Context: an optimization exercise on an open-source flow, tuned for small area, a short achievable clock period and few clock cycles. The choices shown serve that exercise and are no tape-out recipe. In this exercise RTL edits were held to simulation tests only and were not proved equivalent to the original. Power and IR drop assume default switching activity.

== red ==
==> flow/design.v <==
module cpu(clk,reset,N,V,Z, mem_cmd, mem_addr, read_data, write_data);
    input clk, reset;
    input [15:0] read_data;
    output [15:0] write_data;
    output Z, V, N;
    output [8:0] mem_addr;
    output [1:0] mem_cmd;
    localparam [1:0] C_NONE = 2'b00, C_WRITE = 2'b01, C_READ = 2'b10;
    reg [127:0] R;               
    reg        halted;
    reg [1:0]  cmd;              
    reg [8:0]  maddr;            
    reg [15:0] wdata;            
    reg        isf;              
    reg [7:0]  fpc;              
    reg        fv;               
    reg        ldm_v, ldw_v;     
    reg [2:0]  ldm_rd, ldw_rd;
    reg        ldw_kill;         
    reg        fN, fV, fZ;
    assign mem_cmd = cmd;
    assign mem_addr = maddr;
    assign write_data = wdata;
    assign N = fN;
    assign V = fV;
    assign Z = fZ;
    reg [15:0] IR;
    reg        irv;
    reg [2:0]  bidx;             
    wire [2:0] op = IR[15:13];
    wire [1:0] alu = IR[12:11];
    wire [2:0] rn = IR[10:8];
    wire [2:0] rd = IR[7:5];
    wire [1:0] sh = IR[4:3];
    wire [2:0] rm = IR[2:0];
    wire i_ldr  = ~op[2];
    wire i_str  = op[2] & ~op[1] & ~op[0];
    wire i_alu  = op[2] & ~op[1] & op[0];
    wire i_mov  = op[2] & op[1] & ~op[0];
    wire i_halt = op[2] & op[1] & op[0];
    wire i_movi = i_mov & alu[1];
    wire i_cmp  = i_alu & (alu == 2'b01);
    wire i_add  = i_alu & (alu == 2'b00);
    wire i_and  = i_alu & (alu == 2'b10);
    wire i_mvn  = i_alu & (alu == 2'b11);
    wire i_wr   = i_mov | (i_alu & (alu != 2'b01));
    wire [2:0] dst = i_movi ? rn : rd;
    wire use_rn = i_ldr | i_str | (i_alu & (alu != 2'b11));
    wire use_rm = i_alu | (i_mov & ~alu[1]);
    wire use_rd = i_str;
    reg [15:0] A, B;
    reg        xv;
    reg [2:0]  xop;
    wire x_wr   = ~xop[2];
    wire x_cmp  = xop == 3'b100;
    wire x_ldr  = xop == 3'b101;
    wire x_str  = xop == 3'b110;
    wire x_halt = xop == 3'b111;
    reg [2:0]  x_dst;
    reg [4:0]  x_imm5;
    wire [15:0] xres;
    wire rd_x = (use_rn & (rn == x_dst)) | (use_rm & (rm == x_dst)) | (use_rd & (rd == x_dst));
    wire rd_m = (use_rn & (rn == ldm_rd)) | (use_rm & (rm == ldm_rd)) | (use_rd & (rd == ldm_rd));
    wire rd_w = (use_rn & (rn == ldw_rd)) | (use_rm & (rm == ldw_rd)) | (use_rd & (rd == ldw_rd));
    wire r_hazard = (xv & x_ldr & rd_x) | (ldm_v & rd_m) | (ldw_v & rd_w);
    wire x_fire = xv & ~halted & ~(ldw_v & x_wr);
    wire r_go = irv & ~halted & (~xv | x_fire) & ~r_hazard;
    reg [15:0] rfa, rfb;
    integer i;
    always @(*) begin
        rfa = 16'b0;
        rfb = 16'b0;
        for (i = 0; i < 8; i = i + 1) begin
            rfa = rfa | ({16{rn == i}} & R[16*i +: 16]);
            rfb = rfb | ({16{bidx == i}} & R[16*i +: 16]);
        end
    end
    wire ldw_ok = ldw_v & ~ldw_kill;
    wire fa_x = xv & x_wr & (x_dst == rn);
    wire fb_x = xv & x_wr & (x_dst == bidx);
    wire [15:0] ra = fa_x ? xres : rfa;
    wire [15:0] rb = fb_x ? xres : rfb;
    wire s_imm = i_movi;
    wire s_pas = ~i_movi & (i_str | (sh == 2'b00));
    wire s_shl = ~i_movi & ~i_str & (sh == 2'b01);
    wire s_shr = ~i_movi & ~i_str & sh[1];
    wire s_msb = ~i_movi & ~i_str & (sh == 2'b11);
    wire [15:0] imm8 = {{8{IR[7]}}, IR[7:0]};
    wire [15:0] B_n = ({16{s_imm}} & imm8) | ({16{s_pas}} & rb) |
                      ({16{s_shl}} & {rb[14:0], 1'b0}) |
                      ({16{s_shr}} & {s_msb & rb[15], rb[15:1]});
    wire [15:0] A_n = ra ^ {16{i_cmp}};    
    wire [15:0] sum = A + B;
    reg [15:0] xres_r;
    always @(*) begin
        case (xop[1:0])
            2'b00: xres_r = sum;
            2'b01: xres_r = B;
            2'b10: xres_r = A & B;
            default: xres_r = ~B;
        endcase
    end
    assign xres = xres_r;
    wire cN = ~sum[15];
    wire cZ = &sum;
    wire cV = (A[15] == B[15]) & (sum[15] != A[15]);
    wire [8:0] xaddr = A[8:0] + {{4{x_imm5[4]}}, x_imm5};
    integer j;
    wire        we = ldw_ok | (x_fire & x_wr);
    wire [2:0]  widx = ldw_v ? ldw_rd : x_dst;
    wire [15:0] wd = ldw_v ? read_data : xres;
    always @(posedge clk) begin
        for (j = 0; j < 8; j = j + 1)
            if (we && widx == j) R[16*j +: 16] <= wd;
    end
    wire accept = fv & (~irv | r_go);
    wire reject = fv & irv & ~r_go;
    wire [7:0] nf = reject ? fpc - {6'b0, isf, ~isf} : fpc;
    wire mem_go = x_fire & (x_ldr | x_str);
    wire stop = halted | (x_fire & x_halt);
    always @(posedge clk) begin
        if (accept) begin
            IR <= read_data;
            bidx <= (read_data[15:13] == 3'b100) ? read_data[7:5] : read_data[2:0];
        end
        if (r_go) begin
            A <= A_n;
            B <= B_n;
            xop <= i_add ? 3'b000 : i_mov ? 3'b001 : i_and ? 3'b010 : i_mvn ? 3'b011 :
                   i_cmp ? 3'b100 : i_ldr ? 3'b101 : i_str ? 3'b110 : 3'b111;
            x_dst <= dst;
            x_imm5 <= IR[4:0];
        end
        wdata <= B;
        if (x_fire & x_cmp) begin
            fN <= cN;
            fV <= cV;
            fZ <= cZ;
        end
        ldm_rd <= x_dst;
        ldw_rd <= ldm_rd;
        ldw_kill <= x_fire & x_wr & ldm_v & (x_dst == ldm_rd);
    end
    always @(posedge clk) begin
        if (reset) begin
            irv <= 1'b0;
            xv <= 1'b0;
            halted <= 1'b0;
            cmd <= C_READ;
            maddr <= 9'd0;
            isf <= 1'b1;
            fpc <= 8'd1;
            fv <= 1'b0;
            ldm_v <= 1'b0;
            ldw_v <= 1'b0;
        end else begin
            irv <= accept | (irv & ~r_go);
            xv <= r_go | (xv & ~x_fire);
            halted <= stop;
            ldm_v <= x_fire & x_ldr;
            ldw_v <= ldm_v;
            fv <= isf & ~reject;
            if (mem_go) begin
                cmd <= x_ldr ? C_READ : C_WRITE;
                maddr <= xaddr;
                isf <= 1'b0;
                fpc <= nf;
            end else if (stop) begin
                cmd <= C_NONE;
                isf <= 1'b0;
            end else begin
                cmd <= C_READ;
                maddr <= {1'b0, nf};
                isf <= 1'b1;
                fpc <= nf + 8'd1;
            end
        end
    end
endmodule
export LEC_CHECK = 0
export ABC_AREA = 1
export CAP_MARGIN = 20
export CORE_MARGIN = 2
export CORE_UTILIZATION = 40
export CTS_CLUSTER_DIAMETER = 100
export CTS_CLUSTER_SIZE = 24
export SETUP_SLACK_MARGIN = 4.5
export SLEW_MARGIN = 20
create_clock -name core_clock -period 7.0 [get_ports {clk}]
run.sh (not shown) runs the stock make flow with config.mk's settings and CLKGATE_MAP_FILE= SYNTH_SCRIPT=/design/flow/synth_recipe.tcl, a recipe that flattens the netlist after the stock synthesis.
Testbench counts of red, summed over its fixed seeds: cycles 17,825.
[inputs] blue vs red
-- flow/config.mk --
<<< red, line 9
export CAP_MARGIN = 20
export CORE_MARGIN = 2
export CORE_UTILIZATION = 40
export CTS_CLUSTER_DIAMETER = 100
export CTS_CLUSTER_SIZE = 24
export SETUP_SLACK_MARGIN = 4.5
export SLEW_MARGIN = 20
>>> blue, line 9
export CAP_MARGIN = 20
export CORE_MARGIN = 2
export CORE_UTILIZATION = 55
export CTS_CLUSTER_DIAMETER = 100
export CTS_CLUSTER_SIZE = 24
export PLACE_DENSITY = 0.75
export SETUP_SLACK_MARGIN = 4.25
export SLEW_MARGIN = 20
Notes after the runs:
Relative to red, the power density of the placed cells measured on blue has increased by a few percent. Of the two values seen for kind of critical path, register to register was produced by red and register to output pin by blue. | post-DP HPWL | blue vs red | better |. The critical path depth in blue sits 14 below the value recorded for red. On number of cells upsized or downsized after cts, the lower figure sits with blue, not red. Share of the final layout cell area in multi-input gates: blue lower than red. blue vs red, share of the final layout cell area in sequential cells went up by 4.3 points. Of blue and red, blue shows the higher minimum clock period after layout, with red below it.
For green, these inputs were changed with respect to blue:
==> flow/config.mk <==
export PLATFORM = sky130hd
export DESIGN_NAME = cpu
export DESIGN_NICKNAME = cpu
export VERILOG_FILES = /design/flow/design.v
export SDC_FILE = /design/flow/constraint.sdc
export NUM_CORES = 4
export LEC_CHECK = 0
export ABC_AREA = 0
export CAP_MARGIN = 20
export CORE_MARGIN = 2
export CORE_UTILIZATION = 55
export CTS_CLUSTER_DIAMETER = 100
export CTS_CLUSTER_SIZE = 24
export PLACE_DENSITY = 0.75
export SETUP_SLACK_MARGIN = 4.5
export SLEW_MARGIN = 20
==> results.txt <==
- Most frequent standard cell in the layout excluding fill and tap cells: sky130_fd_sc_hd__edfxtp_1 -> green, sky130_fd_sc_hd__nand2_1 -> blue
- green against blue: net switching power shows no meaningful change, minimum period implied by the final worst setup slack now larger, number of nets produced by synthesis now smaller.
- In the reports for blue and green, the larger largest stage delay on the critical path belongs to green.
- Compared with blue, in green area growth from synthesis to final layout saw an increase; global-route wire length before repair saw an increase; via count saw an increase.
[inputs] orange vs green
==> flow/config.mk <==
export PLATFORM = sky130hd
export DESIGN_NAME = cpu
export DESIGN_NICKNAME = cpu
export VERILOG_FILES = /design/flow/design.v
export SDC_FILE = /design/flow/constraint.sdc
export NUM_CORES = 4
export LEC_CHECK = 0
export ABC_AREA = 1
export CAP_MARGIN = 20
export CORE_MARGIN = 2
export CORE_UTILIZATION = 40
export CTS_CLUSTER_DIAMETER = 100
export CTS_CLUSTER_SIZE = 24
export SETUP_SLACK_MARGIN = 4.25
export SLEW_MARGIN = 20
==> comparison <==
- For green, the destination of the critical timing path was fpc[4], unlike orange, where it was write_data[7].
- A timing startpoint of the critical path of IR[1] is what green shows, while wdata[7] belongs to orange.
- Per the comparison of orange with green, post-layout instance area down 1800 um2, post-layout total power fell by 3.8%, number of tap cells inserted moved up.

// cpu: RTL as listed in full above, without the edits since
clock: 7.0 ns
lec_check: 0
abc_area: 1
cap_margin: 20
core_margin: 2
core_utilization: 65
cts_cluster_diameter: 100
cts_cluster_size: 24
place_density: 0.85
setup_slack_margin: 4.25
slew_margin: 20
The first run ran to the end with no violations.
Testbench counts at the start, summed over its fixed seeds: cycles 17,825.
Rerun with:
- CORE_UTILIZATION: 65 -> 55
- PLACE_DENSITY: 0.85 -> 0.75
- SETUP_SLACK_MARGIN: 4.25 -> 4.5
The changed run ran to the end with no violations.
Total power went up by 3.9%.
First-iteration DRC count went up by 6.2%.
Final cell count went up by 4.2%.
Clock power went down by about 1%.
Fmax went up by 7.4%.
Via count went up by 0.57%.
Global-route usage went down by 3.9 points.
Design area went up by 5.1%.
Hold slack gets worse by 19 ps.
Die area went up by 18%.
Count of clock-buffer cells in the layout went down by 5.
Rerun with:
- SETUP_SLACK_MARGIN: 4.5 -> 4.0
Wire length shrinks by roughly a tenth.
Worst hold slack improves by 28 ps.
Setup slack loses 400 ps.
Fmax went down by roughly a tenth.
Combinational power goes down by about a fifth.
Via count falls by a few percent.
Global-route usage came out lower by 1.8 points.
Synthesized area stays the same.
Count of clock-buffer cells in the layout stays the same.
Cell count is lower by a few percent.
Rerun with:
- CORE_UTILIZATION: 55 -> 50
- CTS_CLUSTER_SIZE: 24 -> 22
- PLACE_DENSITY: 0.75 -> 0.7
- SETUP_SLACK_MARGIN: 4.0 -> 4.35
Result: The changed run produced a clean layout; area after synthesis is unchanged; worst setup slack gets better by 310 ps; combinational power is higher by about 10%; wire length is higher by 4.2%; sequential share of layout area is lower by 2.6 points.

cpu, a different RTL version from the one above (not shown whole).
Size in the first run: ~1400 cells after synthesis, roughly 240 flip-flops.
clock: 7.0 ns
lec_check: 0
abc_area: 1
cap_margin: 20
core_margin: 2
core_utilization: 40
setup_slack_margin: 3.5
slew_margin: 20
Testbench counts at the start, summed over its fixed seeds: cycles 17,825.
Edit:
CTS_BUF_LIST = sky130_fd_sc_hd__clkbuf_8   (was not set)
CTS_CLUSTER_SIZE = 30   (was not set)
SETUP_SLACK_MARGIN = 4.0   (was 3.5)
Non-clock buffer count rose by 42.
Clock skew rose by 0.021 ns.
Final area rose by a few percent.
Worst setup slack gets better by 0.30 ns.
Power fell slightly.
Worst hold slack gets better by 0.012 ns.
Edit:
CTS_BUF_LIST = not set   (was sky130_fd_sc_hd__clkbuf_8)
CTS_CLUSTER_DIAMETER = 100   (was not set)
CTS_CLUSTER_SIZE = 24   (was 30)
SETUP_SLACK_MARGIN = 4.5   (was 4.0)
- The new run completed with no timing, DRC or antenna violations
- final area grows by 9.8%
- total power shrinks by about 4.6%
- combinational power grows by 34%
- fmax grows by 12%
Edit:
CTS_CLUSTER_DIAMETER = not set   (was 100)
CTS_CLUSTER_SIZE = not set   (was 24)
- The new run finished clean
- worst setup slack improves by 0.050 ns
- sequential power is about the same
- total power rose by 13%
- final area grows by about 2.4%
- global-route usage is about the same
- utilization grows by 1.3 points

port drivers added, routing unchanged:
In the flow no input, the clock included, has a driving cell. The finished layouts below were timed again as built, in two steps.
Step 1 (the two cells are an assumption about what drives the block):
set clk [get_ports {clk}]
set_driving_cell -lib_cell sky130_fd_sc_hd__clkbuf_16 $clk
set_driving_cell -lib_cell sky130_fd_sc_hd__buf_2 [delete_from_list [all_inputs] $clk]
Step 2 also shifts input and output timing later by t, the mid clock arrival at the registers, as if the neighbouring blocks saw the same clock.
Three values: ideal, step 1, step 2; two values: the first two.
run | t, ns | setup WS [ns] | worst hold slack (ns) | clock arrival spread, ns | worst register clock-pin slew, ns
red | 0.546 | 4.411 / 4.411 / 4.123 | 0.446 / 0.446 / 0.446 | 0.023 / 0.023 | 0.10 / 0.10
blue | 0.546 | 4.282 / 4.232 / 3.942 | 0.435 / 0.435 / 0.435 | 0.019 / 0.019 | 0.10 / 0.10
green | 0.542 | 3.879 / 3.879 / 3.879 | 0.440 / 0.440 / 0.440 | 0.026 / 0.026 | 0.10 / 0.10
orange | 0.533 | 4.295 / 4.246 / 3.920 | 0.447 / 0.447 / 0.447 | 0.024 / 0.024 | 0.11 / 0.11
the first run of note 2 | 0.532 | 4.254 / 4.254 / 3.914 | 0.441 / 0.441 / 0.441 | 0.037 / 0.037 | 0.10 / 0.10
the second run of note 2 | 0.544 | 4.444 / 4.444 / 4.078 | 0.422 / 0.422 / 0.422 | 0.031 / 0.031 | 0.10 / 0.10
the third run of note 2 | 0.536 | 4.042 / 4.042 / 3.915 | 0.450 / 0.450 / 0.450 | 0.022 / 0.022 | 0.10 / 0.10
the fourth run of note 2 | 0.542 | 4.353 / 4.353 / 4.115 | 0.454 / 0.454 / 0.454 | 0.032 / 0.032 | 0.10 / 0.10
the first run of note 3 | 0.589 | 3.749 / 3.749 / 3.749 | 0.417 / 0.417 / 0.417 | 0.013 / 0.013 | 0.06 / 0.06
the second run of note 3 | 0.603 | 4.046 / 4.046 / 3.878 | 0.429 / 0.429 / 0.429 | 0.035 / 0.036 | 0.07 / 0.07
the third run of note 3 | 0.542 | 4.359 / 4.359 / 4.148 | 0.417 / 0.417 / 0.417 | 0.024 / 0.024 | 0.11 / 0.11
the fourth run of note 3 | 0.592 | 4.410 / 4.410 / 4.137 | 0.425 / 0.425 / 0.425 | 0.029 / 0.028 | 0.06 / 0.06
After both steps every run listed still meets setup and hold. The setup slack of orange, which loses most, moves by -0.049 ns with the drivers and by -0.375 ns with both steps.
